Source: an optimization exercise on an open RTL-to-GDS flow (aim: small area and a short achievable clock period). Production flows keep margins and buffers that such runs may drop. At most, simulation tests tie the RTL to the original design; equivalence was not proved. Power and IR drop assume default switching activity.

==> flow/design.v (excerpt) <==
module smul_q31 (
    input  logic        clk,
    input  logic        reset,
    input  logic        go,
    input  logic [31:0] left,
    input  logic [31:0] right,
    output logic [31:0] out,
    output logic        done
);
clock: 8.0 ns
lec_check: 0
cap_margin: 20
core_margin: 2
core_utilization: 60
place_density: 0.75
setup_slack_margin: 2.8
slew_margin: 20
synth_hierarchical: 1
synth_minimum_keep_size: 0
standard.sh (not shown) runs the stock make flow with config.mk's settings and CLKGATE_MAP_FILE= SYNTH_SCRIPT=/design/flow/synth_recipe.tcl, a recipe that flattens the netlist after the stock synthesis.
==> flow/flow/run.sh <==
#!/bin/bash
# The standard synthesis and layout, with two changes to how the layout
# is made:
#  - after synthesis, the Booth selector gates (a22oi) are set to their
#    smallest drive strength (the placement's repair steps resize them again
#    where timing needs it);
#  - the input and output ports are buffered with buf_2 cells rather than
#    the flow's default choice.
set -euo pipefail
bash standard.sh synth > synth.log 2>&1
R=orfs/results/sky130hd/smul_q31/base
cat > downsize.tcl <<TCL
read_db $R/1_synth.odb
set db [ord::get_db]
set m1 [\$db findMaster sky130_fd_sc_hd__a22oi_1]
set n 0
foreach inst [[ord::get_db_block] getInsts] {
  if {[[\$inst getMaster] getName] eq "sky130_fd_sc_hd__a22oi_2"} {
    \$inst swapMaster \$m1
    incr n
  }
}
puts "downsized \$n a22oi_2 to a22oi_1"
write_db $R/1_synth.odb
TCL
openroad -no_init -exit downsize.tcl > downsize.log 2>&1
export BUFFER_PORTS_ARGS="-buffer_cell sky130_fd_sc_hd__buf_2"
bash standard.sh > layout.log 2>&1
Next try:
--- a/flow/design.v
+++ b/flow/design.v
@@ -138,27 +138,26 @@
     input  logic        reset,
     input  logic        go,
     input  logic [31:0] left,
     input  logic [31:0] right,
     output logic [31:0] out,
     output logic        done
 );
   logic d0, d1;               
-  logic hi;                   
   logic [39:0] sa, sb;        
   logic sl;                   
   wire xen = go & ~d1;        
   wire cyc2 = d0 & ~d1;       
   wire hold = ~go | d1;       
   wire keep = hold & ~reset;
   wire add2 = cyc2 & ~reset;  
   wire kboth = add2 | hold;
   assign done = d1;
-  wire [16:0] bs = hi ? right[31:15] : {right[15:0], 1'b0};
+  wire [16:0] bs = cyc2 ? right[31:15] : {right[15:0], 1'b0};
   wire [31:0] x = left & {32{xen}};
   wire [8:0] qlo = {1'b0, sa[7:0]} + {1'b0, sb[7:0]} + {8'd0, sl};
   wire [47:0] ea, eb;
   assign ea[0] = (add2 & sa[8]);
   assign eb[0] = (add2 & sb[8]);
   assign ea[1] = (add2 & sa[9]);
   assign eb[1] = (add2 & sb[9]);
   assign ea[2] = (add2 & sa[10]);
@@ -935,17 +934,16 @@
   sq_fa f638 (.a(s543), .b(pp7[32]), .c(c542), .s(s637), .co(c638));
   wire s639, c640;
   sq_fa f640 (.a(ea[47]), .b(eb[47]), .c(c544), .s(s639), .co(c640));
   wire [47:0] v1 = {s639, s637, c634, s633, s631, s629, c626, s625, c622, s621, c618, c616, c614, c612, c610, c608, c606, c604, c602, c600, c598, c596, c594, c592, c590, c588, c586, c584, c582, c580, c578, c576, c574, c572, c570, c568, c566, c564, c562, c560, c558, c556, c554, c552, c550, c548, c546, pp0[0]};
   wire [47:0] v2 = {c638, c636, s635, c632, c630, c628, s627, c624, s623, c620, s619, s617, s615, s613, s611, s609, s607, s605, s603, s601, s599, s597, s595, s593, s591, s589, s587, s585, s583, s581, s579, s577, s575, s573, s571, s569, s567, s565, s563, s561, s559, s557, s555, s553, s551, s549, s547, s545};
   wire [8:0] vlo = {1'b0, v1[7:0]} + {1'b0, v2[7:0]};
   always_ff @(posedge clk) begin
     d0 <= go;
-    hi <= go & ~d0;
     d1 <= go & d0;
     sa <= v1[47:8];
     sb <= v2[47:8];
     sl <= vlo[8];
   end
   wire [38:0] res = sa[38:0] + sb[38:0] + {38'd0, sl};
   assign out = res[38:7];
 endmodule
Result:
- clock skew stays flat
- setup slack improves by 0.035 ns
- global-route usage goes down by 1.8 points
- die area came out lower slightly
- cell count came out lower slightly
- critical path depth stays the same
- sequential cell count fell by 1
- wire length came out lower by a few percent
- via count goes down by a few percent
- design area fell slightly
- area after synthesis went down slightly
- hold slack degrades by 0.054 ns
- total power rose slightly
- fmax increases slightly
Function not checked in the first run of this note: the RTL went through the layout flow alone.

## separate check: timing with driven ports
In the flow no input, the clock included, has a driving cell. The finished layouts below were timed again as built, in two steps. Step 1 assumes that a clkbuf_16 drives the clock port and a buf_2 every other input. Step 2, shift: input delay + t, output delay - t, t = (earliest + latest rising clock arrival at the registers) / 2. This alone moves slack from input paths to output paths. Three values: ideal ports, drivers, drivers and shift; two values: the first two.
run | t (ns) | slack for setup (ns) | slew at the worst register clock pin (ns) | worst slew at a driven data input, ns
the first run | 0.394 | 2.816 / 2.838 / 2.444 | 0.07 / 0.07 | 0.04
the second run | 0.395 | 2.851 / 2.863 / 2.468 | 0.07 / 0.07 | 0.05
After both steps every run listed still meets setup and hold. The setup slack of the second run, which loses most, moves by +0.012 ns with the drivers and by -0.383 ns with both steps.
